From an optimization exercise on the open Yosys and OpenROAD flow, aimed at small area; shortcuts taken in it are not production practice.
Function was checked by simulation only, so behaviour that the tests miss may differ from the original.
No activity file was given, so power comes from the tool's default toggle rates.

[design.v]
module top(y, x, c0, c1, c2, clk, rst);
input clk;
input rst;
input [7:0] x;
input [7:0] c0;
input [7:0] c1;
input [7:0] c2;
output [15:0] y;
reg [7:0] xd;
reg [7:0] c0d;
reg [15:0] s2;
wire [7:0] xg = x & {8{~rst}};
wire [7:0] xdg = xd & {8{~rst}};
wire [15:0] s2n;
wire p1;
wire p2;
wire p3;
wire p4;
wire p5;
wire p6;
wire p7;
wire p8;
wire p9;
wire p10;
wire p11;
wire p12;
wire p13;
wire p14;
wire p15;
wire p16;
wire p17;
wire p18;
wire p19;
wire p20;
wire p21;
wire p22;
wire p23;
wire p24;
wire p25;
wire p26;
wire p27;
wire p28;
wire p29;
wire p30;
wire p31;
wire p32;
wire p33;
wire p34;
wire p35;
wire p36;
wire p37;
wire p38;
wire p39;
wire p40;
wire p41;
wire p42;
wire p43;
wire p44;
wire p45;
wire p46;
wire p47;
wire p48;
wire p49;
wire p50;
wire p51;
wire p52;
wire p53;
wire p54;
wire p55;
wire p56;
wire p57;
wire p58;
wire p59;
wire p60;
wire p61;
wire p62;
wire p63;
wire p64;
wire p65;
wire p66;
wire p67;
wire p68;
wire p69;
wire p70;
wire p71;
wire p72;
wire p73;
wire p74;
wire p75;
wire p76;
wire p77;
wire p78;
wire p79;
wire p80;
wire p81;
wire p82;
wire p83;
wire p84;
wire p85;
wire p86;
wire p87;
wire p88;
wire p89;
wire p90;
wire p91;
wire p92;
wire p93;
wire p94;
wire p95;
wire p96;
wire p97;
wire p98;
wire p99;
wire p100;
wire p101;
wire p102;
wire p103;
wire p104;
wire p105;
wire p106;
wire p107;
wire p108;
wire p109;
wire p110;
wire p111;
wire p112;
wire p113;
wire p114;
wire p115;
wire p116;
wire p117;
wire p118;
wire p119;
wire p120;
wire p121;
wire p122;
wire p123;
wire p124;
wire p125;
wire p126;
wire p127;
wire p128;
wire s129;
wire c130;
wire s131;
wire c132;
wire s133;
wire c134;
wire s135;
wire c136;
wire s137;
wire c138;
wire s139;
wire c140;
wire s141;
wire c142;
wire s143;
wire c144;
wire s145;
wire c146;
wire s147;
wire c148;
wire s149;
wire c150;
wire s151;
wire c152;
wire s153;
wire c154;
wire s155;
wire c156;
wire s157;
wire c158;
wire s159;
wire c160;
wire s161;
wire c162;
wire s163;
wire c164;
wire s165;
wire c166;
wire s167;
wire c168;
wire s169;
wire c170;
wire s171;
wire c172;
wire s173;
wire c174;
wire s175;
wire c176;
wire s177;
wire c178;
wire s179;
wire c180;
wire s181;
wire c182;
wire s183;
wire c184;
wire s185;
wire c186;
wire s187;
wire c188;
wire s189;
wire c190;
wire s191;
wire c192;
wire s193;
wire c194;
wire s195;
wire c196;
wire s197;
wire c198;
wire s199;
wire c200;
wire s201;
wire c202;
wire s203;
wire c204;
wire s205;
wire c206;
wire s207;
wire c208;
wire s209;
wire c210;
wire s211;
wire c212;
wire s213;
wire c214;
wire s215;
wire c216;
wire s217;
wire c218;
wire s219;
wire c220;
wire s221;
wire c222;
wire s223;
wire c224;
wire s225;
wire c226;
wire s227;
wire c228;
wire s229;
wire c230;
wire s231;
wire c232;
wire s233;
wire c234;
wire s235;
wire c236;
wire s237;
wire c238;
wire s239;
wire c240;
wire s241;
wire c242;
wire s243;
wire c244;
wire s245;
wire c246;
wire s247;
wire c248;
wire s249;
wire c250;
wire s251;
wire c252;
wire s253;
wire c254;
wire s255;
wire c256;
wire s257;
wire c258;
wire s259;
wire c260;
wire s261;
wire c262;
wire s263;
wire c264;
wire s265;
wire c266;
wire s267;
wire c268;
wire n269;
wire n270;
wire s271;
wire c272;
wire s273;
wire c274;
wire s275;
wire c276;
wire s277;
wire c278;
wire s279;
wire c280;
wire s281;
wire c282;
wire s283;
wire c284;
wire s285;
wire c286;
wire s287;
wire c288;
wire s289;
wire c290;
wire s291;
wire c292;
wire s293;
wire c294;
wire s295;
wire c296;
wire n297;
wire s298;
wire c299;
wire s300;
wire c301;
wire s302;
wire c303;
wire s304;
wire c305;
wire s306;
wire c307;
wire s308;
wire c309;
wire s310;
wire c311;
wire s312;
wire c313;
wire s314;
wire c315;
wire s316;
wire c317;
wire s318;
wire c319;
wire n320;
wire s321;
wire c322;
wire s323;
wire c324;
wire s325;
wire c326;
wire s327;
wire c328;
wire s329;
wire c330;
wire s331;
wire c332;
wire s333;
wire c334;
wire s335;
wire c336;
wire s337;
wire c338;
wire s339;
wire c340;
wire s341;
wire c342;
wire s343;
wire c344;
wire s345;
wire c346;
wire s347;
wire c348;
wire s349;
wire c350;
wire s351;
wire c352;
wire s353;
wire c354;
wire s355;
wire c356;
wire s357;
wire c358;
wire s359;
wire c360;
wire s361;
wire c362;
wire s363;
wire c364;
wire s365;
wire c366;
wire s367;
wire c368;
wire s369;
wire c370;
wire x371;
wire x372;
wire p373;
wire p374;
wire p375;
wire p376;
wire p377;
wire p378;
wire p379;
wire p380;
wire p381;
wire p382;
wire p383;
wire p384;
wire p385;
wire p386;
wire p387;
wire p388;
wire p389;
wire p390;
wire p391;
wire p392;
wire p393;
wire p394;
wire p395;
wire p396;
wire p397;
wire p398;
wire p399;
wire p400;
wire p401;
wire p402;
wire p403;
wire p404;
wire p405;
wire p406;
wire p407;
wire p408;
wire p409;
wire p410;
wire p411;
wire p412;
wire p413;
wire p414;
wire p415;
wire p416;
wire p417;
wire p418;
wire p419;
wire p420;
wire p421;
wire p422;
wire p423;
wire p424;
wire p425;
wire p426;
wire p427;
wire p428;
wire p429;
wire p430;
wire p431;
wire p432;
wire p433;
wire p434;
wire p435;
wire p436;
wire n437;
wire s438;
wire c439;
wire n440;
wire s441;
wire c442;
wire n443;
wire s444;
wire c445;
wire n446;
wire s447;
wire c448;
wire s449;
wire c450;
wire n451;
wire s452;
wire c453;
wire n454;
wire s455;
wire c456;
wire s457;
wire c458;
wire s459;
wire c460;
wire n461;
wire s462;
wire c463;
wire n464;
wire s465;
wire c466;
wire s467;
wire c468;
wire s469;
wire c470;
wire s471;
wire c472;
wire n473;
wire s474;
wire c475;
wire n476;
wire s477;
wire c478;
wire s479;
wire c480;
wire s481;
wire c482;
wire s483;
wire c484;
wire s485;
wire c486;
wire n487;
wire s488;
wire c489;
wire n490;
wire s491;
wire c492;
wire s493;
wire c494;
wire s495;
wire c496;
wire s497;
wire c498;
wire s499;
wire c500;
wire s501;
wire c502;
wire n503;
wire s504;
wire c505;
wire n506;
wire s507;
wire c508;
wire s509;
wire c510;
wire s511;
wire c512;
wire s513;
wire c514;
wire s515;
wire c516;
wire s517;
wire c518;
wire s519;
wire c520;
wire n521;
wire s522;
wire c523;
wire s524;
wire c525;
wire s526;
wire c527;
wire s528;
wire c529;
wire s530;
wire c531;
wire s532;
wire c533;
wire s534;
wire c535;
wire s536;
wire c537;
wire n538;
wire s539;
wire c540;
wire s541;
wire c542;
wire s543;
wire c544;
wire s545;
wire c546;
wire s547;
wire c548;
wire s549;
wire c550;
wire s551;
wire c552;
wire n553;
wire s554;
wire c555;
wire n556;
wire s557;
wire c558;
wire s559;
wire c560;
wire s561;
wire c562;
wire s563;
wire c564;
wire s565;
wire c566;
wire s567;
wire c568;
wire n569;
wire s570;
wire c571;
wire s572;
wire c573;
wire s574;
wire c575;
wire s576;
wire c577;
wire s578;
wire c579;
wire n580;
wire s581;
wire c582;
wire s583;
wire c584;
wire s585;
wire c586;
wire s587;
wire c588;
wire n589;
wire s590;
wire c591;
wire s592;
wire c593;
wire s594;
wire c595;
wire n596;
wire s597;
wire c598;
wire s599;
wire c600;
wire x601;
wire x602;
assign p1 = xdg[0] & c0d[0];
assign p2 = xdg[0] & c0d[1];
assign p3 = xdg[0] & c0d[2];
assign p4 = xdg[0] & c0d[3];
assign p5 = xdg[0] & c0d[4];
assign p6 = xdg[0] & c0d[5];
assign p7 = xdg[0] & c0d[6];
assign p8 = ~(xdg[0] & c0d[7]);
assign p9 = xdg[1] & c0d[0];
assign p10 = xdg[1] & c0d[1];
assign p11 = xdg[1] & c0d[2];
assign p12 = xdg[1] & c0d[3];
assign p13 = xdg[1] & c0d[4];
assign p14 = xdg[1] & c0d[5];
assign p15 = xdg[1] & c0d[6];
assign p16 = ~(xdg[1] & c0d[7]);
assign p17 = xdg[2] & c0d[0];
assign p18 = xdg[2] & c0d[1];
assign p19 = xdg[2] & c0d[2];
assign p20 = xdg[2] & c0d[3];
assign p21 = xdg[2] & c0d[4];
assign p22 = xdg[2] & c0d[5];
assign p23 = xdg[2] & c0d[6];
assign p24 = ~(xdg[2] & c0d[7]);
assign p25 = xdg[3] & c0d[0];
assign p26 = xdg[3] & c0d[1];
assign p27 = xdg[3] & c0d[2];
assign p28 = xdg[3] & c0d[3];
assign p29 = xdg[3] & c0d[4];
assign p30 = xdg[3] & c0d[5];
assign p31 = xdg[3] & c0d[6];
assign p32 = ~(xdg[3] & c0d[7]);
assign p33 = xdg[4] & c0d[0];
assign p34 = xdg[4] & c0d[1];
assign p35 = xdg[4] & c0d[2];
assign p36 = xdg[4] & c0d[3];
assign p37 = xdg[4] & c0d[4];
assign p38 = xdg[4] & c0d[5];
assign p39 = xdg[4] & c0d[6];
assign p40 = ~(xdg[4] & c0d[7]);
assign p41 = xdg[5] & c0d[0];
assign p42 = xdg[5] & c0d[1];
assign p43 = xdg[5] & c0d[2];
assign p44 = xdg[5] & c0d[3];
assign p45 = xdg[5] & c0d[4];
assign p46 = xdg[5] & c0d[5];
assign p47 = xdg[5] & c0d[6];
assign p48 = ~(xdg[5] & c0d[7]);
assign p49 = xdg[6] & c0d[0];
assign p50 = xdg[6] & c0d[1];
assign p51 = xdg[6] & c0d[2];
assign p52 = xdg[6] & c0d[3];
assign p53 = xdg[6] & c0d[4];
assign p54 = xdg[6] & c0d[5];
assign p55 = xdg[6] & c0d[6];
assign p56 = ~(xdg[6] & c0d[7]);
assign p57 = ~(xdg[7] & c0d[0]);
assign p58 = ~(xdg[7] & c0d[1]);
assign p59 = ~(xdg[7] & c0d[2]);
assign p60 = ~(xdg[7] & c0d[3]);
assign p61 = ~(xdg[7] & c0d[4]);
assign p62 = ~(xdg[7] & c0d[5]);
assign p63 = ~(xdg[7] & c0d[6]);
assign p64 = xdg[7] & c0d[7];
assign p65 = xg[0] & c1[0];
assign p66 = xg[0] & c1[1];
assign p67 = xg[0] & c1[2];
assign p68 = xg[0] & c1[3];
assign p69 = xg[0] & c1[4];
assign p70 = xg[0] & c1[5];
assign p71 = xg[0] & c1[6];
assign p72 = ~(xg[0] & c1[7]);
assign p73 = xg[1] & c1[0];
assign p74 = xg[1] & c1[1];
assign p75 = xg[1] & c1[2];
assign p76 = xg[1] & c1[3];
assign p77 = xg[1] & c1[4];
assign p78 = xg[1] & c1[5];
assign p79 = xg[1] & c1[6];
assign p80 = ~(xg[1] & c1[7]);
assign p81 = xg[2] & c1[0];
assign p82 = xg[2] & c1[1];
assign p83 = xg[2] & c1[2];
assign p84 = xg[2] & c1[3];
assign p85 = xg[2] & c1[4];
assign p86 = xg[2] & c1[5];
assign p87 = xg[2] & c1[6];
assign p88 = ~(xg[2] & c1[7]);
assign p89 = xg[3] & c1[0];
assign p90 = xg[3] & c1[1];
assign p91 = xg[3] & c1[2];
assign p92 = xg[3] & c1[3];
assign p93 = xg[3] & c1[4];
assign p94 = xg[3] & c1[5];
assign p95 = xg[3] & c1[6];
assign p96 = ~(xg[3] & c1[7]);
assign p97 = xg[4] & c1[0];
assign p98 = xg[4] & c1[1];
assign p99 = xg[4] & c1[2];
assign p100 = xg[4] & c1[3];
assign p101 = xg[4] & c1[4];
assign p102 = xg[4] & c1[5];
assign p103 = xg[4] & c1[6];
assign p104 = ~(xg[4] & c1[7]);
assign p105 = xg[5] & c1[0];
assign p106 = xg[5] & c1[1];
assign p107 = xg[5] & c1[2];
assign p108 = xg[5] & c1[3];
assign p109 = xg[5] & c1[4];
assign p110 = xg[5] & c1[5];
assign p111 = xg[5] & c1[6];
assign p112 = ~(xg[5] & c1[7]);
assign p113 = xg[6] & c1[0];
assign p114 = xg[6] & c1[1];
assign p115 = xg[6] & c1[2];
assign p116 = xg[6] & c1[3];
assign p117 = xg[6] & c1[4];
assign p118 = xg[6] & c1[5];
assign p119 = xg[6] & c1[6];
assign p120 = ~(xg[6] & c1[7]);
assign p121 = ~(xg[7] & c1[0]);
assign p122 = ~(xg[7] & c1[1]);
assign p123 = ~(xg[7] & c1[2]);
assign p124 = ~(xg[7] & c1[3]);
assign p125 = ~(xg[7] & c1[4]);
assign p126 = ~(xg[7] & c1[5]);
assign p127 = ~(xg[7] & c1[6]);
assign p128 = xg[7] & c1[7];
ha_cell u130 (.a(p1), .b(p65), .s(s129), .co(c130));
fa_cell u132 (.a(p2), .b(p9), .c(p66), .s(s131), .co(c132));
fa_cell u134 (.a(p73), .b(c130), .c(s131), .s(s133), .co(c134));
fa_cell u136 (.a(p3), .b(p10), .c(p17), .s(s135), .co(c136));
fa_cell u138 (.a(p67), .b(p74), .c(p81), .s(s137), .co(c138));
fa_cell u140 (.a(c132), .b(s135), .c(s137), .s(s139), .co(c140));
ha_cell u142 (.a(c134), .b(s139), .s(s141), .co(c142));
fa_cell u144 (.a(p4), .b(p11), .c(p18), .s(s143), .co(c144));
fa_cell u146 (.a(p25), .b(p68), .c(p75), .s(s145), .co(c146));
fa_cell u148 (.a(p82), .b(p89), .c(c136), .s(s147), .co(c148));
fa_cell u150 (.a(c138), .b(s143), .c(s145), .s(s149), .co(c150));
fa_cell u152 (.a(c140), .b(s147), .c(s149), .s(s151), .co(c152));
ha_cell u154 (.a(c142), .b(s151), .s(s153), .co(c154));
fa_cell u156 (.a(p5), .b(p12), .c(p19), .s(s155), .co(c156));
fa_cell u158 (.a(p26), .b(p33), .c(p69), .s(s157), .co(c158));
fa_cell u160 (.a(p76), .b(p83), .c(p90), .s(s159), .co(c160));
fa_cell u162 (.a(p97), .b(c144), .c(c146), .s(s161), .co(c162));
fa_cell u164 (.a(s155), .b(s157), .c(s159), .s(s163), .co(c164));
fa_cell u166 (.a(c148), .b(c150), .c(s161), .s(s165), .co(c166));
fa_cell u168 (.a(s163), .b(c152), .c(s165), .s(s167), .co(c168));
ha_cell u170 (.a(c154), .b(s167), .s(s169), .co(c170));
fa_cell u172 (.a(p6), .b(p13), .c(p20), .s(s171), .co(c172));
fa_cell u174 (.a(p27), .b(p34), .c(p41), .s(s173), .co(c174));
fa_cell u176 (.a(p70), .b(p77), .c(p84), .s(s175), .co(c176));
fa_cell u178 (.a(p91), .b(p98), .c(p105), .s(s177), .co(c178));
fa_cell u180 (.a(c156), .b(c158), .c(c160), .s(s179), .co(c180));
fa_cell u182 (.a(s171), .b(s173), .c(s175), .s(s181), .co(c182));
fa_cell u184 (.a(s177), .b(c162), .c(c164), .s(s183), .co(c184));
fa_cell u186 (.a(s179), .b(s181), .c(c166), .s(s185), .co(c186));
fa_cell u188 (.a(s183), .b(c168), .c(s185), .s(s187), .co(c188));
ha_cell u190 (.a(c170), .b(s187), .s(s189), .co(c190));
fa_cell u192 (.a(p7), .b(p14), .c(p21), .s(s191), .co(c192));
fa_cell u194 (.a(p28), .b(p35), .c(p42), .s(s193), .co(c194));
fa_cell u196 (.a(p49), .b(p71), .c(p78), .s(s195), .co(c196));
fa_cell u198 (.a(p85), .b(p92), .c(p99), .s(s197), .co(c198));
fa_cell u200 (.a(p106), .b(p113), .c(c172), .s(s199), .co(c200));
fa_cell u202 (.a(c174), .b(c176), .c(c178), .s(s201), .co(c202));
fa_cell u204 (.a(s191), .b(s193), .c(s195), .s(s203), .co(c204));
fa_cell u206 (.a(s197), .b(c180), .c(c182), .s(s205), .co(c206));
fa_cell u208 (.a(s199), .b(s201), .c(s203), .s(s207), .co(c208));
fa_cell u210 (.a(c184), .b(s205), .c(s207), .s(s209), .co(c210));
fa_cell u212 (.a(c186), .b(s209), .c(c188), .s(s211), .co(c212));
ha_cell u214 (.a(c190), .b(s211), .s(s213), .co(c214));
fa_cell u216 (.a(p8), .b(p15), .c(p22), .s(s215), .co(c216));
fa_cell u218 (.a(p29), .b(p36), .c(p43), .s(s217), .co(c218));
fa_cell u220 (.a(p50), .b(p57), .c(p72), .s(s219), .co(c220));
fa_cell u222 (.a(p79), .b(p86), .c(p93), .s(s221), .co(c222));
fa_cell u224 (.a(p100), .b(p107), .c(p114), .s(s223), .co(c224));
fa_cell u226 (.a(p121), .b(c192), .c(c194), .s(s225), .co(c226));
fa_cell u228 (.a(c196), .b(c198), .c(s215), .s(s227), .co(c228));
fa_cell u230 (.a(s217), .b(s219), .c(s221), .s(s229), .co(c230));
fa_cell u232 (.a(s223), .b(c200), .c(c202), .s(s231), .co(c232));
fa_cell u234 (.a(c204), .b(s225), .c(s227), .s(s233), .co(c234));
fa_cell u236 (.a(s229), .b(c206), .c(s231), .s(s235), .co(c236));
fa_cell u238 (.a(c208), .b(s233), .c(s235), .s(s237), .co(c238));
fa_cell u240 (.a(c210), .b(s237), .c(c212), .s(s239), .co(c240));
ha_cell u242 (.a(c214), .b(s239), .s(s241), .co(c242));
fa_cell u244 (.a(p16), .b(p23), .c(p30), .s(s243), .co(c244));
fa_cell u246 (.a(p37), .b(p44), .c(p51), .s(s245), .co(c246));
fa_cell u248 (.a(p58), .b(p80), .c(p87), .s(s247), .co(c248));
fa_cell u250 (.a(p94), .b(p101), .c(p108), .s(s249), .co(c250));
fa_cell u252 (.a(p115), .b(p122), .c(c216), .s(s251), .co(c252));
fa_cell u254 (.a(c218), .b(c220), .c(c222), .s(s253), .co(c254));
fa_cell u256 (.a(c224), .b(s243), .c(s245), .s(s255), .co(c256));
fa_cell u258 (.a(s247), .b(s249), .c(c226), .s(s257), .co(c258));
fa_cell u260 (.a(c228), .b(c230), .c(s251), .s(s259), .co(c260));
fa_cell u262 (.a(s253), .b(s255), .c(c232), .s(s261), .co(c262));
fa_cell u264 (.a(s257), .b(c234), .c(s259), .s(s263), .co(c264));
fa_cell u266 (.a(c236), .b(s261), .c(s263), .s(s265), .co(c266));
fa_cell u268 (.a(c238), .b(s265), .c(c240), .s(s267), .co(c268));
assign n269 = ~c242;
assign n270 = ~s267;
ha_cell u272 (.a(n269), .b(n270), .s(s271), .co(c272));
fa_cell u274 (.a(p24), .b(p31), .c(p38), .s(s273), .co(c274));
fa_cell u276 (.a(p45), .b(p52), .c(p59), .s(s275), .co(c276));
fa_cell u278 (.a(p88), .b(p95), .c(p102), .s(s277), .co(c278));
fa_cell u280 (.a(p109), .b(p116), .c(p123), .s(s279), .co(c280));
fa_cell u282 (.a(c244), .b(c246), .c(c248), .s(s281), .co(c282));
fa_cell u284 (.a(c250), .b(s273), .c(s275), .s(s283), .co(c284));
fa_cell u286 (.a(s277), .b(s279), .c(c252), .s(s285), .co(c286));
fa_cell u288 (.a(c254), .b(c256), .c(s281), .s(s287), .co(c288));
fa_cell u290 (.a(s283), .b(c258), .c(c260), .s(s289), .co(c290));
fa_cell u292 (.a(s285), .b(s287), .c(c262), .s(s291), .co(c292));
fa_cell u294 (.a(c264), .b(s289), .c(s291), .s(s293), .co(c294));
fa_cell u296 (.a(c266), .b(s293), .c(c268), .s(s295), .co(c296));
assign n297 = ~s295;
ha_cell u299 (.a(c272), .b(n297), .s(s298), .co(c299));
fa_cell u301 (.a(p32), .b(p39), .c(p46), .s(s300), .co(c301));
fa_cell u303 (.a(p53), .b(p60), .c(p96), .s(s302), .co(c303));
fa_cell u305 (.a(p103), .b(p110), .c(p117), .s(s304), .co(c305));
fa_cell u307 (.a(p124), .b(c274), .c(c276), .s(s306), .co(c307));
fa_cell u309 (.a(c278), .b(c280), .c(s300), .s(s308), .co(c309));
fa_cell u311 (.a(s302), .b(s304), .c(c282), .s(s310), .co(c311));
fa_cell u313 (.a(c284), .b(s306), .c(s308), .s(s312), .co(c313));
fa_cell u315 (.a(c286), .b(c288), .c(s310), .s(s314), .co(c315));
fa_cell u317 (.a(s312), .b(c290), .c(s314), .s(s316), .co(c317));
fa_cell u319 (.a(c292), .b(s316), .c(c294), .s(s318), .co(c319));
assign n320 = ~c299;
fa_cell u322 (.a(s318), .b(c296), .c(n320), .s(s321), .co(c322));
fa_cell u324 (.a(p40), .b(p47), .c(p54), .s(s323), .co(c324));
fa_cell u326 (.a(p61), .b(p104), .c(p111), .s(s325), .co(c326));
fa_cell u328 (.a(p118), .b(p125), .c(c301), .s(s327), .co(c328));
fa_cell u330 (.a(c303), .b(c305), .c(s323), .s(s329), .co(c330));
fa_cell u332 (.a(s325), .b(c307), .c(c309), .s(s331), .co(c332));
fa_cell u334 (.a(s327), .b(s329), .c(c311), .s(s333), .co(c334));
fa_cell u336 (.a(c313), .b(s331), .c(c315), .s(s335), .co(c336));
fa_cell u338 (.a(s333), .b(c317), .c(s335), .s(s337), .co(c338));
fa_cell u340 (.a(s337), .b(c319), .c(c322), .s(s339), .co(c340));
fa_cell u342 (.a(p48), .b(p55), .c(p62), .s(s341), .co(c342));
fa_cell u344 (.a(p112), .b(p119), .c(p126), .s(s343), .co(c344));
fa_cell u346 (.a(c324), .b(c326), .c(s341), .s(s345), .co(c346));
fa_cell u348 (.a(s343), .b(c328), .c(c330), .s(s347), .co(c348));
fa_cell u350 (.a(s345), .b(c332), .c(s347), .s(s349), .co(c350));
fa_cell u352 (.a(c334), .b(s349), .c(c336), .s(s351), .co(c352));
fa_cell u354 (.a(c338), .b(s351), .c(c340), .s(s353), .co(c354));
fa_cell u356 (.a(p56), .b(p63), .c(p120), .s(s355), .co(c356));
fa_cell u358 (.a(p127), .b(c342), .c(c344), .s(s357), .co(c358));
fa_cell u360 (.a(s355), .b(c346), .c(s357), .s(s359), .co(c360));
fa_cell u362 (.a(c348), .b(s359), .c(c350), .s(s361), .co(c362));
fa_cell u364 (.a(s361), .b(c352), .c(c354), .s(s363), .co(c364));
fa_cell u366 (.a(p64), .b(p128), .c(c356), .s(s365), .co(c366));
fa_cell u368 (.a(c358), .b(s365), .c(c360), .s(s367), .co(c368));
fa_cell u370 (.a(s367), .b(c362), .c(c364), .s(s369), .co(c370));
assign x371 = c366 ^ c368;
assign x372 = x371 ^ c370;
assign p373 = ~(x[0] & c2[0]);
assign p374 = ~(x[0] & c2[1]);
assign p375 = ~(x[0] & c2[2]);
assign p376 = ~(x[0] & c2[3]);
assign p377 = ~(x[0] & c2[4]);
assign p378 = ~(x[0] & c2[5]);
assign p379 = ~(x[0] & c2[6]);
assign p380 = x[0] & c2[7];
assign p381 = ~(x[1] & c2[0]);
assign p382 = ~(x[1] & c2[1]);
assign p383 = ~(x[1] & c2[2]);
assign p384 = ~(x[1] & c2[3]);
assign p385 = ~(x[1] & c2[4]);
assign p386 = ~(x[1] & c2[5]);
assign p387 = ~(x[1] & c2[6]);
assign p388 = x[1] & c2[7];
assign p389 = ~(x[2] & c2[0]);
assign p390 = ~(x[2] & c2[1]);
assign p391 = ~(x[2] & c2[2]);
assign p392 = ~(x[2] & c2[3]);
assign p393 = ~(x[2] & c2[4]);
assign p394 = ~(x[2] & c2[5]);
assign p395 = ~(x[2] & c2[6]);
assign p396 = x[2] & c2[7];
assign p397 = ~(x[3] & c2[0]);
assign p398 = ~(x[3] & c2[1]);
assign p399 = ~(x[3] & c2[2]);
assign p400 = ~(x[3] & c2[3]);
assign p401 = ~(x[3] & c2[4]);
assign p402 = ~(x[3] & c2[5]);
assign p403 = ~(x[3] & c2[6]);
assign p404 = x[3] & c2[7];
assign p405 = ~(x[4] & c2[0]);
assign p406 = ~(x[4] & c2[1]);
assign p407 = ~(x[4] & c2[2]);
assign p408 = ~(x[4] & c2[3]);
assign p409 = ~(x[4] & c2[4]);
assign p410 = ~(x[4] & c2[5]);
assign p411 = ~(x[4] & c2[6]);
assign p412 = x[4] & c2[7];
assign p413 = ~(x[5] & c2[0]);
assign p414 = ~(x[5] & c2[1]);
assign p415 = ~(x[5] & c2[2]);
assign p416 = ~(x[5] & c2[3]);
assign p417 = ~(x[5] & c2[4]);
assign p418 = ~(x[5] & c2[5]);
assign p419 = ~(x[5] & c2[6]);
assign p420 = x[5] & c2[7];
assign p421 = ~(x[6] & c2[0]);
assign p422 = ~(x[6] & c2[1]);
assign p423 = ~(x[6] & c2[2]);
assign p424 = ~(x[6] & c2[3]);
assign p425 = ~(x[6] & c2[4]);
assign p426 = ~(x[6] & c2[5]);
assign p427 = ~(x[6] & c2[6]);
assign p428 = x[6] & c2[7];
assign p429 = x[7] & c2[0];
assign p430 = x[7] & c2[1];
assign p431 = x[7] & c2[2];
assign p432 = x[7] & c2[3];
assign p433 = x[7] & c2[4];
assign p434 = x[7] & c2[5];
assign p435 = x[7] & c2[6];
assign p436 = ~(x[7] & c2[7]);
assign n437 = ~p373;
ha_cell u439 (.a(s2[0]), .b(n437), .s(s438), .co(c439));
assign n440 = ~s2[1];
fa_cell u442 (.a(n440), .b(p374), .c(p381), .s(s441), .co(c442));
assign n443 = ~s441;
ha_cell u445 (.a(c439), .b(n443), .s(s444), .co(c445));
assign n446 = ~s2[2];
fa_cell u448 (.a(n446), .b(p375), .c(p382), .s(s447), .co(c448));
fa_cell u450 (.a(p389), .b(c442), .c(s447), .s(s449), .co(c450));
assign n451 = ~s449;
ha_cell u453 (.a(c445), .b(n451), .s(s452), .co(c453));
assign n454 = ~s2[3];
fa_cell u456 (.a(n454), .b(p376), .c(p383), .s(s455), .co(c456));
fa_cell u458 (.a(p390), .b(p397), .c(c448), .s(s457), .co(c458));
fa_cell u460 (.a(s455), .b(c450), .c(s457), .s(s459), .co(c460));
assign n461 = ~s459;
ha_cell u463 (.a(c453), .b(n461), .s(s462), .co(c463));
assign n464 = ~s2[4];
fa_cell u466 (.a(n464), .b(p377), .c(p384), .s(s465), .co(c466));
fa_cell u468 (.a(p391), .b(p398), .c(p405), .s(s467), .co(c468));
fa_cell u470 (.a(c456), .b(s465), .c(s467), .s(s469), .co(c470));
fa_cell u472 (.a(c458), .b(s469), .c(c460), .s(s471), .co(c472));
assign n473 = ~s471;
ha_cell u475 (.a(c463), .b(n473), .s(s474), .co(c475));
assign n476 = ~s2[5];
fa_cell u478 (.a(n476), .b(p378), .c(p385), .s(s477), .co(c478));
fa_cell u480 (.a(p392), .b(p399), .c(p406), .s(s479), .co(c480));
fa_cell u482 (.a(p413), .b(c466), .c(c468), .s(s481), .co(c482));
fa_cell u484 (.a(s477), .b(s479), .c(c470), .s(s483), .co(c484));
fa_cell u486 (.a(s481), .b(s483), .c(c472), .s(s485), .co(c486));
assign n487 = ~s485;
ha_cell u489 (.a(c475), .b(n487), .s(s488), .co(c489));
assign n490 = ~s2[6];
fa_cell u492 (.a(n490), .b(p379), .c(p386), .s(s491), .co(c492));
fa_cell u494 (.a(p393), .b(p400), .c(p407), .s(s493), .co(c494));
fa_cell u496 (.a(p414), .b(p421), .c(c478), .s(s495), .co(c496));
fa_cell u498 (.a(c480), .b(s491), .c(s493), .s(s497), .co(c498));
fa_cell u500 (.a(c482), .b(s495), .c(s497), .s(s499), .co(c500));
fa_cell u502 (.a(c484), .b(s499), .c(c486), .s(s501), .co(c502));
assign n503 = ~s501;
ha_cell u505 (.a(c489), .b(n503), .s(s504), .co(c505));
assign n506 = ~s2[7];
fa_cell u508 (.a(n506), .b(p380), .c(p387), .s(s507), .co(c508));
fa_cell u510 (.a(p394), .b(p401), .c(p408), .s(s509), .co(c510));
fa_cell u512 (.a(p415), .b(p422), .c(p429), .s(s511), .co(c512));
fa_cell u514 (.a(c492), .b(c494), .c(s507), .s(s513), .co(c514));
fa_cell u516 (.a(s509), .b(s511), .c(c496), .s(s515), .co(c516));
fa_cell u518 (.a(c498), .b(s513), .c(s515), .s(s517), .co(c518));
fa_cell u520 (.a(c500), .b(s517), .c(c502), .s(s519), .co(c520));
assign n521 = ~s519;
ha_cell u523 (.a(c505), .b(n521), .s(s522), .co(c523));
fa_cell u525 (.a(s2[8]), .b(p388), .c(p395), .s(s524), .co(c525));
fa_cell u527 (.a(p402), .b(p409), .c(p416), .s(s526), .co(c527));
fa_cell u529 (.a(p423), .b(p430), .c(c508), .s(s528), .co(c529));
fa_cell u531 (.a(c510), .b(c512), .c(s524), .s(s530), .co(c531));
fa_cell u533 (.a(s526), .b(c514), .c(s528), .s(s532), .co(c533));
fa_cell u535 (.a(s530), .b(c516), .c(s532), .s(s534), .co(c535));
fa_cell u537 (.a(c518), .b(s534), .c(c520), .s(s536), .co(c537));
assign n538 = ~s536;
ha_cell u540 (.a(c523), .b(n538), .s(s539), .co(c540));
fa_cell u542 (.a(s2[9]), .b(p396), .c(p403), .s(s541), .co(c542));
fa_cell u544 (.a(p410), .b(p417), .c(p424), .s(s543), .co(c544));
fa_cell u546 (.a(p431), .b(c525), .c(c527), .s(s545), .co(c546));
fa_cell u548 (.a(s541), .b(s543), .c(c529), .s(s547), .co(c548));
fa_cell u550 (.a(c531), .b(s545), .c(c533), .s(s549), .co(c550));
fa_cell u552 (.a(s547), .b(c535), .c(s549), .s(s551), .co(c552));
assign n553 = ~c540;
fa_cell u555 (.a(s551), .b(c537), .c(n553), .s(s554), .co(c555));
assign n556 = ~s2[10];
fa_cell u558 (.a(n556), .b(p404), .c(p411), .s(s557), .co(c558));
fa_cell u560 (.a(p418), .b(p425), .c(p432), .s(s559), .co(c560));
fa_cell u562 (.a(c542), .b(c544), .c(s557), .s(s561), .co(c562));
fa_cell u564 (.a(s559), .b(c546), .c(s561), .s(s563), .co(c564));
fa_cell u566 (.a(c548), .b(s563), .c(c550), .s(s565), .co(c566));
fa_cell u568 (.a(c552), .b(s565), .c(c555), .s(s567), .co(c568));
assign n569 = ~s2[11];
fa_cell u571 (.a(n569), .b(p412), .c(p419), .s(s570), .co(c571));
fa_cell u573 (.a(p426), .b(p433), .c(c558), .s(s572), .co(c573));
fa_cell u575 (.a(c560), .b(s570), .c(c562), .s(s574), .co(c575));
fa_cell u577 (.a(s572), .b(c564), .c(s574), .s(s576), .co(c577));
fa_cell u579 (.a(s576), .b(c566), .c(c568), .s(s578), .co(c579));
assign n580 = ~s2[12];
fa_cell u582 (.a(n580), .b(p420), .c(p427), .s(s581), .co(c582));
fa_cell u584 (.a(p434), .b(c571), .c(s581), .s(s583), .co(c584));
fa_cell u586 (.a(c573), .b(s583), .c(c575), .s(s585), .co(c586));
fa_cell u588 (.a(c577), .b(s585), .c(c579), .s(s587), .co(c588));
assign n589 = ~s2[13];
fa_cell u591 (.a(n589), .b(p428), .c(p435), .s(s590), .co(c591));
fa_cell u593 (.a(c582), .b(s590), .c(c584), .s(s592), .co(c593));
fa_cell u595 (.a(s592), .b(c586), .c(c588), .s(s594), .co(c595));
assign n596 = ~s2[14];
fa_cell u598 (.a(n596), .b(p436), .c(c591), .s(s597), .co(c598));
fa_cell u600 (.a(s597), .b(c593), .c(c595), .s(s599), .co(c600));
assign x601 = s2[15] ^ c598;
assign x602 = x601 ^ c600;
assign y[0] = s438;
assign s2n[0] = s129;
assign y[1] = s444;
assign s2n[1] = s133;
assign y[2] = s452;
assign s2n[2] = s141;
assign y[3] = s462;
assign s2n[3] = s153;
assign y[4] = s474;
assign s2n[4] = s169;
assign y[5] = s488;
assign s2n[5] = s189;
assign y[6] = s504;
assign s2n[6] = s213;
assign y[7] = s522;
assign s2n[7] = s241;
assign y[8] = s539;
assign s2n[8] = s271;
assign y[9] = ~s554;
assign s2n[9] = s298;
assign y[10] = ~s567;
assign s2n[10] = s321;
assign y[11] = ~s578;
assign s2n[11] = s339;
assign y[12] = ~s587;
assign s2n[12] = s353;
assign y[13] = ~s594;
assign s2n[13] = s363;
assign y[14] = ~s599;
assign s2n[14] = s369;
assign y[15] = ~x602;
assign s2n[15] = x372;
always @(posedge clk) begin
  xd <= xg;
  c0d <= c0;
  s2 <= s2n;
end
endmodule
module fa_cell(input a, input b, input c, output s, output co);
assign s = a ^ b ^ c;
assign co = (a & b) | (a & c) | (b & c);
endmodule
module ha_cell(input a, input b, output s, output co);
assign s = a ^ b;
assign co = a & b;
endmodule
[config.mk]
export PLATFORM = sky130hd
export DESIGN_NAME = top
export DESIGN_NICKNAME = top
export VERILOG_FILES = /design/flow/design.v
export SDC_FILE = /design/flow/constraint.sdc
export NUM_CORES = 4
export LEC_CHECK = 0
export ABC_AREA = 1
export CAP_MARGIN = 20
export CORE_MARGIN = 2
export CORE_UTILIZATION = 40
export GPL_TIMING_DRIVEN = 0
export SLEW_MARGIN = 20
export SYNTH_HIERARCHICAL = 1
export SYNTH_MINIMUM_KEEP_SIZE = 0
[run.sh]
#!/bin/bash
# synth_recipe.tcl (not shown) runs the flow's synth.tcl, then flattens the netlist and writes it again
# the make line also repeats each setting of config.mk as NAME=value (left out here)
make -C /OpenROAD-flow-scripts/flow DESIGN_CONFIG=/design/flow/config.mk WORK_HOME=/design/flow/orfs CLKGATE_MAP_FILE= SYNTH_SCRIPT=/design/flow/synth_recipe.tcl finish
[constraint.sdc]
create_clock -name core_clock -period 10.0 [get_ports {clk}]
set_input_delay 2.0000 -clock core_clock [delete_from_list [all_inputs] [get_ports {clk}]]
set_output_delay 2.0000 -clock core_clock [all_outputs]
set_load 0.01 [all_outputs]
==> run notes, run 1 <==
status=no timing/DRC/antenna violations; Critical Path RT=8.00 ns; placed cell count=759; final WL=11,900 um; Leak Pwr=0.00305 uW; PortBufs=32; Pre-Repair DR Iteration Count=7; fraction of the yosys area taken by sequential cells=11.4%; Post-route DRC=0; first-pass GRT wire length=20,900 um; Initial Util=40.8%; crit path time final=9.85 ns; area grow syn2layout=15.0%; die area=15,100 um^2; I/O pin count=50; vias in the first global route=4,375; ANT cells=0; overall routing resource usage=18.1%; largest net degree at the start of global routing=13; Post-Syn Area=5640 um^2; Least-Margin Pin Slew=0.484 ns; Routed Antenna Nets=0; core area=13,800 um^2; Reg2Reg Depth=21; Fin. Hold Viols=0; CTS buffer count=5; Cell Rows=43; Worst Slack Setup Final=0.147 ns; Synth Instances=547; fmax=101 MHz; clk slew on worst S/H paths=0.06 ns; Clock Tree Root=clkbuf_16; design area=6490 um^2; worst-path cell chain=buf_8 > nand2_4 > fa_2 > fa_2 > fa_2 > fa_2 > fa_2 > fa_2 > fa_2 > fa_1 > inv_1 > ha_2 > inv_2 > fa_2 > fa_2 > fa_2 > fa_2 > fa_2 > fa_2 > nand2_1 > nand2_2 > nand2_2 > nand2_2 > buf_6; WS Path Type=in -> out; WP data arrival=7.85 ns; wire per inst=15.5 um; CTS tree=built; post-route insts no fill=769; Vias/cell=4.89; pre-CTS WS=-0.921 ns; Most common cell on crit path=fa_2; gp weighted congestion=0.887; worst hold path type=reg -> reg; WHS Path Cells=3; Skew-Pair Late Insertion Delay=0.29 ns; Worst path slowest cell=fa_2; Worst path max stage delay=0.43 ns; Startpoint Class=input port; RSZ-0062 raised after global routing=yes; Clock Sinks=32; Avg Inst Size Synth=10.3 um^2; Die Y=123 um; HP Start=c0d[0]; Worst setup EP type=output pin; Peak VDD IR=0.217 mV; initial antenna violation count=0; Worst Path Max Fanout=9; Max transition margin=67.6%; Synth Register Bits=32; Vias=3,763; FF-to-FF Start=c0d[3]; Net Count, Synth=771; estimated wirelength of the detail-placed design=10,200 um; H-tree depth=2; GRT overflow=0; chip width=123 um; Fill cells=1,304; flop2flop setup slack=3.07 ns; Placement Cell Area=6220 um^2; Pwr per Cell Area=317 nW/um^2; Overall Power=2060 uW; Final Core Density=46.9%; hold worst-path end=s2[0]; MaxCap Viol Count=0; synth unique cells=17; Ys Warns=7; Final Max Slew Viols=0; share of layout cells above drive strength 1=12.7%; final setup vio count=0; reg2reg end=s2[15]; DR iter-0 viols=221; clk_skew=0.00662 ns; final worst path period share=98.5%; number of nets in the layout=812; clock tree buffer depth=2
[worst max-delay path, delay by kind of cell]
kind                       cells  cell delay [ns]
buffers and inverters          4             0.35
and+or+nand+nor                5             0.30
adders and majority gates     15             5.20
[cell families (layout without fill, tap and decap cells)]
kind of cell,after synthesis,count (layout),synth area share (%)
adders and majority gates,190,190,65.0
buffers and inverters,105,147,7.87
DFF,32,32,11.4
and+or+nand+nor,220,220,15.8
[cell usage after synthesis, drive strengths merged]
library cell	instances	area share [%]
nand3	9	0.80
dfxtp	32	11
clkbuf	12	0.80
ha	18	4.0
inv	76	5.1
nor2	100	6.7
buf	17	2.0
and3	2	0.22
fa	172	61
nand2	109	8.0
[layer usage]
layer | part of all wire (%) | track usage (%) | vias up
li1 | - | - | 1650
met1 | 38 | 22.6 | 1980
met2 | 55 | 33.0 | 117
met3 | 5.5 | 3.02 | 16
met4 | 1.5 | 3.88 | 0
met5 | 0 | 0 | -
[modules after synthesis, one instance, submodules excluded]
module   cells  copies in the design  cell area (um^2)  flops+latches
fa_cell      1                   172              20.0              0
ha_cell      1                    18              12.5              0
top        357                     1              1970             32
[where the power goes]
part / internal (uW) / total (uW) / leakage (uW) / switching [uW]
registers: 174 / 185 / 0.000269 / 11.5
clock network: 92.7 / 159 / 0.0000660 / 66.3
logic: 942 / 1710 / 0.00271 / 773
[layout by cell type (no fill, tap or decap)]
cell,n
fa_1,157
nand2_1,93
clkbuf_4,4
clkbuf_1,3
and3_1,2
buf_6,2
buf_12,2
nor2_2,1
buf_8,2
inv_1,70
buf_1,2
clkdlybuf4s50_1,30
clkinvlp_4,2
nand2_2,10
buf_2,4
ha_2,1
buf_4,14
inv_2,6
nand2_4,6
dfxtp_1,32
clkinv_4,1
nor2_1,99
fa_2,15
clkbuf_16,5
ha_1,17
nand3_1,9
[per-stage QoR]
step,TNS (ns),hold slack [ns]
2_1_floorplan,0,0.654
3_3_place_gp,-2.03,0.794
3_5_place_dp,-2.10,0.757
4_1_cts,0,0.783
5_1_grt,-0.0782,0.870
6_report,0,0.801
[layout make-up]
cell class | instances | area (um^2) | area share, %
clock inverter | 3 | 23.8 | 0.366
inverter | 76 | 285 | 4.40
timing repair buffer | 34 | 332 | 5.11
clock buffer | 5 | 125 | 1.93
multi-input combinational | 410 | 4620 | 71.2
tap | 180 | 225 | 3.47
buffer | 29 | 235 | 3.62
sequential | 32 | 641 | 9.87
[how the worst max path moves through the flow]
stage                     startpoint     to  depth (start not counted)
after floorplan                 x[1]  y[15]                         24
after global placement          x[3]  y[15]                         24
after detailed placement        x[3]  y[15]                         24
after CTS                      c2[2]  y[14]                         21
after global routing            x[0]  y[15]                         25
final                           x[1]  y[15]                         24
[repair_timing]
| item | in CTS | in global routing |
|---|---|---|
| endpoints found under the setup margin | 4 | 3 |
| hold buffers | 0 | 0 |
| setup buffers | 0 | 2 |
| hold endpoints to repair | 0 | 0 |
| resized for setup | 28 | 26 |
| pin swaps | 0 | 3 |
[sequential cells by signal, summed over array words and instances (netlist names)]
name  count
c0d       8
xd        8
s2       16
==> run 2, diff against run 1 <==
--- a/config.mk
+++ b/config.mk
@@ -10,5 +10,4 @@
 export CORE_MARGIN = 2
 export CORE_UTILIZATION = 40
-export GPL_TIMING_DRIVEN = 0
 export SLEW_MARGIN = 20
 export SYNTH_HIERARCHICAL = 1
==> run 2 against run 1 <==
Effect of this change: still clean on timing, DRC and antenna; design area grew 1.8%; sequential power is essentially flat; area after synthesis unchanged; worst setup slack gained 0.0086 ns; non-clock buffer count rose by 9; synthesized cell count unchanged; register-to-register slack improved by 0.03 ns; clock power barely moved; first-iteration DRC count grew 19%; critical endpoint unchanged; largest power group unchanged; highest routed layer unchanged.
==> run notes, run 2 <==
post-synth top area share=61.0%; flop2flop setup slack=3.10 ns; GRT overflow=0; I/O pin count=50; adder-cell share of the synthesized area=65.0%; biggest registers after layout=s2: 16 flops, c0d: 8 flops, xd: 8 flops; Worst Path Buf+Inv=5; Post-synth EDFFs=0; Peak VDD IR=0.234 mV; WS Path Type=in -> out; ys flop type=dfxtp_1; crit path time final=9.84 ns; Die Y=123 um; HP Start=c0d[0]; Cell Rows=43; ANT cells=0; ranking of synthesized cells by area=fa_1, dfxtp_1, nand2_1, nor2_1, inv_1; fmax=102 MHz; critical path's top delay family=adder cells; Post-Syn Area=5640 um^2; clock tree buffer depth=2; commonest non-fill, non-tap cell in the layout=fa_1; largest net degree at the start of global routing=13; hold worst-path end=s2[0]; Biggest register=s2; Worst setup EP type=output pin; Worst Path Max Fanout=3; Startpoint Class=input port; worst hold slack=0.806 ns; Clock Tree Root=clkbuf_16; Vias=3,797; crit path launch=x[0]; Clock Sinks=32; Synth Instances=547; commonest non-fill, non-tap cells in the layout=fa_1, nor2_1, nand2_1; RSZ-0062 raised after global routing=yes; status=no timing/DRC/antenna violations; Least-Margin Pin Slew=0.467 ns; Synth Register Bits=32; vias in the first global route=4,461; register area=641 um^2; clk_skew=0.00757 ns; CTS buffer count=5; reg2reg end=s2[15]; first-pass GRT wire length=21,300 um; Post-route DRC=0; final setup vio count=0; max reg flops=16; Reg2Reg Depth=21; CTS tree=built; cell with the most instances after synthesis=fa_1; WHS Path Cells=3; Initial Util=40.8%; cell type with the largest total area after synthesis=fa_1; PortBufs=49; Pwr per Cell Area=303 nW/um^2; Final Max Slew Viols=0; footprint of the multi-input gates=4620 um^2; Avg Inst Size Synth=10.3 um^2; asr flop ratio synth=0%; MaxCap Viol Count=0; area grow syn2layout=17.1%; simple-gate share of the synthesized area=15.8%; Worst path max stage delay=0.44 ns; Pre-Repair DR Iteration Count=5; Net Count, Synth=771; chip width=123 um; final WL=12,300 um; DR iter-0 viols=262; worst hold path type=reg -> reg; largest family of logic cells by synthesized area=adder cells; Max transition margin=68.8%; WP data arrival=7.84 ns; Fin. Hold Viols=0; Leak Pwr=0.00312 uW; core area=13,800 um^2; Most common cell on crit path=fa_2; Worst path slowest cell=fa_2; Critical Path RT=8.00 ns; Fill cells=1,301; share of layout cells above drive strength 1=13.9%; Routed Antenna Nets=0; complex-gate fraction of the synthesized area=0%; wire per inst=15.8 um; synth unique cells=17; FF-to-FF Start=xd[0]; Ys Warns=7; Vias/cell=4.88; H-tree depth=2; fraction of the yosys area taken by sequential cells=11.4%; die area=15,100 um^2; initial antenna violation count=0; number of nets in the layout=821; Final Core Density=47.8%; Placement Cell Area=6380 um^2; clk slew on worst S/H paths=0.06 ns; Post-synth top cells=fa_1, nand2_1, nor2_1; design area=6610 um^2; xor-xnor portion of the synthesized cell area=0%; estimated wirelength of the detail-placed design=10,900 um; final worst path period share=98.4%; setup_tns=0 ns; overall routing resource usage=18.8%; multiplexer share of the synthesized area=0%; Skew-Pair Late Insertion Delay=0.29 ns; gp weighted congestion=0.918
## run 2: cell counts after synthesis
Identical to the previous run, type by type.
## run 2: area by class of cell
cell class              instances  area share [%]
multi-input cells             410            69.9
repair buffers                 72            10.4
flip-flops and latches         32            9.70
inverters                      76            4.32
well taps                     180            3.41
clock buffers                   5            1.89
clock inverters                 3           0.360
## run 2: Yosys stat by module (local to each module, per instance)
module | cell area [um^2] | times used | flip-flops and latches
top | 1970 | 1 | 32
fa_cell | 20.0 | 172 | 0
ha_cell | 12.5 | 18 | 0
## run 2: worst max-delay path by stage
stage	endpoint	cells after the start
after floorplan	y[15]	24
after global placement	y[15]	25
after detailed placement	y[15]	25
after CTS	y[15]	25
after global routing	y[15]	25
final	y[15]	25
## run 2: routing by layer
layer  track usage [%]  wire, um  up-vias
li1                  -         -     1668
met1              23.4      4740     1957
met2              33.7      6540      150
met3              3.58       812       22
met4              4.74       241        0
met5                 0         0        -
## run 2: worst register-to-register path, stage by stage (launching register included)
cell,delay (ns)
dfxtp_1,0.33
nand2_1,0.17
nor2_1,0.21
fa_1,0.45
fa_1,0.45
fa_1,0.46
fa_1,0.43
fa_1,0.42
fa_1,0.38
fa_1,0.38
fa_1,0.39
fa_1,0.43
inv_1,0.07
ha_1,0.13
inv_1,0.05
fa_1,0.37
fa_1,0.39
fa_1,0.39
fa_1,0.39
fa_1,0.39
nand3_1,0.09
nand2_1,0.05
## run 2: power by group
part / total (uW) / switching, uW / internal, uW / leakage [uW]
combinational: 1660 / 774 / 885 / 0.00278
sequential: 186 / 12.1 / 174 / 0.000269
clock: 159 / 66.8 / 92.7 / 0.0000660
## run 2: kinds of logic (layout without fill, tap and decap cells)
| kind of cell | count (synthesis) | in the layout |
|---|---|---|
| buf+inv | 105 | 156 |
| simple gates | 220 | 220 |
| flops | 32 | 32 |
| fa+ha+maj | 190 | 190 |
## run 2: per-stage QoR
stage | worst slack, ns | std cells | power, uW
after detailed placement | -1.12 | 769 | 1870
after global placement | -1.07 | 769 | 1840
final | 0.155 | 778 | 2000
after floorplan | 0.0112 | 547 | 1290
after CTS | -0.242 | 778 | 2070
after global routing | -0.00708 | 778 | 2310
## run 2: timing repair
| item | 4_1_cts | 5_1_grt |
|---|---|---|
| setup endpoints to repair | 4 | 3 |
| pin swaps | 22 | 19 |
| cloned | 0 | 0 |
| gates resized for setup | 62 | 22 |
| hold buffers | 0 | 0 |
| hold endpoints to repair | 0 | 0 |
| setup buffers | 1 | 0 |
==> run 3, diff against run 2 <==
--- a/config.mk
+++ b/config.mk
@@ -9,5 +9,6 @@
 export CAP_MARGIN = 20
 export CORE_MARGIN = 2
-export CORE_UTILIZATION = 40
+export CORE_UTILIZATION = 60
+export CTS_BUF_LIST = sky130_fd_sc_hd__clkbuf_4 sky130_fd_sc_hd__clkbuf_8
 export SLEW_MARGIN = 20
 export SYNTH_HIERARCHICAL = 1
==> run 3 against run 2 <==
Effect of this change: fmax shrank 0.22%; critical endpoint unchanged; global-route usage grew 8.9 points; critical path type unchanged; worst setup slack lost 0.022 ns; still clean on timing, DRC and antenna; sequential cell count is the same.
==> run notes, run 3 <==
commonest non-fill, non-tap cell in the layout=fa_1; PortBufs=49; clock tree buffer depth=2; Post-synth top cells=fa_1, nand2_1, nor2_1; GRT overflow=0; area grow syn2layout=14.9%; Biggest register=s2; largest net degree at the start of global routing=15; Fin. Hold Viols=0; footprint of the multi-input gates=4630 um^2; critical path's top delay family=adder cells; Leak Pwr=0.00310 uW; Pwr per Cell Area=309 nW/um^2; share of layout cells above drive strength 1=14.3%; WP data arrival=7.87 ns; I/O pin count=50; post-synth top area share=61.0%; register area=641 um^2; chip width=101 um; status=no timing/DRC/antenna violations; Synth Instances=547; Routed Antenna Nets=0; Clock Sinks=32; Avg Inst Size Synth=10.3 um^2; biggest registers after layout=s2: 16 flops, c0d: 8 flops, xd: 8 flops; WS Path Type=in -> out; Worst Path Max Fanout=2; Skew-Pair Late Insertion Delay=0.30 ns; Final Max Slew Viols=0; Die Y=101 um; Worst setup EP type=output pin; Most common cell on crit path=fa_2; Least-Margin Pin Slew=0.505 ns; estimated wirelength of the detail-placed design=10,700 um; pre-CTS WS=-1.13 ns; number of nets in the layout=825; Initial Util=61.4%; cell type with the largest total area after synthesis=fa_1; first-pass GRT wire length=21,100 um; worst hold path type=reg -> reg; DR iter-0 viols=222; ys flop type=dfxtp_1; core area=9200 um^2; Post-synth EDFFs=0; Post-route DRC=0; setup_tns=0 ns; Cell Rows=35; vias in the first global route=4,375; worst-path cell chain=clkdlybuf4s15_1 > nand2_1 > fa_1 > fa_2 > fa_2 > fa_2 > fa_2 > fa_2 > fa_1 > inv_1 > ha_2 > inv_2 > fa_2 > fa_2 > fa_2 > fa_2 > fa_2 > fa_2 > inv_2 > nand2_2 > nand2_1 > nand2_1 > nand2_2 > buf_6; Vias=3,753; Final Core Density=70.5%; initial antenna violation count=0; Peak VDD IR=0.579 mV; Worst Slack Setup Final=0.133 ns; ANT cells=0; overall routing resource usage=27.7%; Vias/cell=5.26; max reg flops=16; Fill cells=739; wire per inst=17.0 um; asr flop ratio synth=0%; Worst path max stage delay=0.54 ns; ranking of synthesized cells by area=fa_1, dfxtp_1, nand2_1, nor2_1, inv_1; Critical Path RT=8.00 ns; Worst path slowest cell=fa_1; MaxCap Viol Count=0; Worst Path Buf+Inv=5; Ys Warns=7; hold_buf cts=0; RSZ-0062 raised after global routing=yes; final WL=12,100 um; clk_skew=0.0108 ns; crit path time final=9.87 ns; Startpoint Class=input port; CTS buffer count=5; fraction of the yosys area taken by sequential cells=11.4%; Pre-Repair DR Iteration Count=5; cell with the most instances after synthesis=fa_1; Max transition margin=66.2%; CTS tree=built; Net Count, Synth=771; H-tree depth=2; Post-Syn Area=5640 um^2; gp weighted congestion=0.893; die area=10,200 um^2; Synth Register Bits=32; Clock Tree Root=clkbuf_8; final worst path period share=98.7%; synth unique cells=17; final setup vio count=0; clk slew on worst S/H paths=0.08 ns; fmax=101 MHz; commonest non-fill, non-tap cells in the layout=fa_1, nor2_1, nand2_1
[run 3: cell count changes in the layout (fill, tap and decap cells not counted), sizes merged]
cell	change
buf	+4
clkbuf	-1
clkdlybuf4s15	+1
dlygate4sd2	+1
dlymetal6s2s	-1
[run 3: worst paths after layout]
check,from,endpoint,slack (ns),depth (start not counted)
max reg2reg,c0d[3],s2[15],3.07,21
max,x[3],y[15],0.13,24
min,xd[0],s2[0],0.84,3
min reg2reg,xd[0],s2[0],0.84,3
[run 3: cell families (layout without fill, tap and decap cells)]
family / count (synthesis) / in the layout / synth area share (%)
and+or+nand+nor: 220 / 220 / 15.8
adders and majority gates: 190 / 190 / 65.0
buffers and inverters: 105 / 160 / 7.87
DFF: 32 / 32 / 11.4
[run 3: worst register-to-register path: cells and delay by family (launching register included)]
family	cells	cell delay, ns
fa+ha+maj	15	5.94
flops	1	0.32
buf+inv	3	0.32
simple gates	3	0.26
[run 3: through the flow]
| stage | area, um^2 | hold slack (ns) | cells | total power [uW] |
|---|---|---|---|---|
| 6_report | 6490 | 0.842 | 713 | 2000 |
| 5_1_grt | 6490 | 0.890 | 713 | 2280 |
| 4_1_cts | 6460 | 0.857 | 712 | 2040 |
| 3_5_place_dp | 6320 | 0.824 | 703 | 1880 |
| 3_3_place_gp | 6320 | 0.828 | 703 | 1860 |
| 2_1_floorplan | 5680 | 0.654 | 547 | 1290 |
[run 3: layout make-up]
cell class,count,share of cell area [%]
flip-flops and latches,32,9.88
clock buffers,5,1.06
multi-input cells,410,71.3
repair buffers,76,10.8
inverters,76,4.40
clock inverters,3,0.367
well taps,111,2.14
[run 3: metal layers]
layer	GRT usage (%)	share of wire, %	vias to the layer above	wire, um
met5	0	0	-	0
met4	6.34	1.5	0	184
met3	5.27	6.3	16	762
met2	47.2	52	132	6310
met1	37.4	40	1928	4830
li1	-	-	1677	-
[run 3: where the power goes]
group	total, uW	internal [uW]	switching (uW)
clock	109	49.3	59.2
combinational	1710	905	805
sequential	187	174	13.1
[run 3: timing repair]
| action | 4_1_cts | 5_1_grt |
|---|---|---|
| gates resized for setup | 62 | 18 |
| endpoints found under the setup margin | 4 | 3 |
| pin swaps | 19 | 18 |
| setup buffers | 1 | 1 |
[run 3: per-module statistics from Yosys (local to each module, per instance)]
module	cells	times used
fa_cell	1	172
ha_cell	1	18
top	357	1

-- re-timing with driven ports --
In the flow no input, the clock included, has a driving cell. The finished layouts below were timed again as built, in two steps. Step 1 (the two cells are an assumption about what drives the block):
set clk [get_ports {clk}]
set_driving_cell -lib_cell sky130_fd_sc_hd__clkbuf_16 $clk
set_driving_cell -lib_cell sky130_fd_sc_hd__buf_2 [delete_from_list [all_inputs] $clk]
Step 2 times the ports against the registers' clock, not the clock port: input delays grow and output delays shrink by t, the midpoint of the rising clock arrivals with the driver on. Slacks: ideal / step 1 / step 2; pairs: ideal / step 1.
run	t (ns)	setup WS [ns]	worst data-port slew with drivers (ns)	cell pins on the clock port's net
run 1	0.318	0.147 / 0.095 / 0.095	0.07	1
run 2	0.324	0.155 / 0.107 / 0.107	0.05	1
run 3	0.326	0.133 / 0.097 / 0.097	0.05	1
After both steps every run listed still meets setup and hold. For run 1, which loses most, drivers alone change the setup slack by -0.052 ns; drivers and shift together by -0.052 ns.
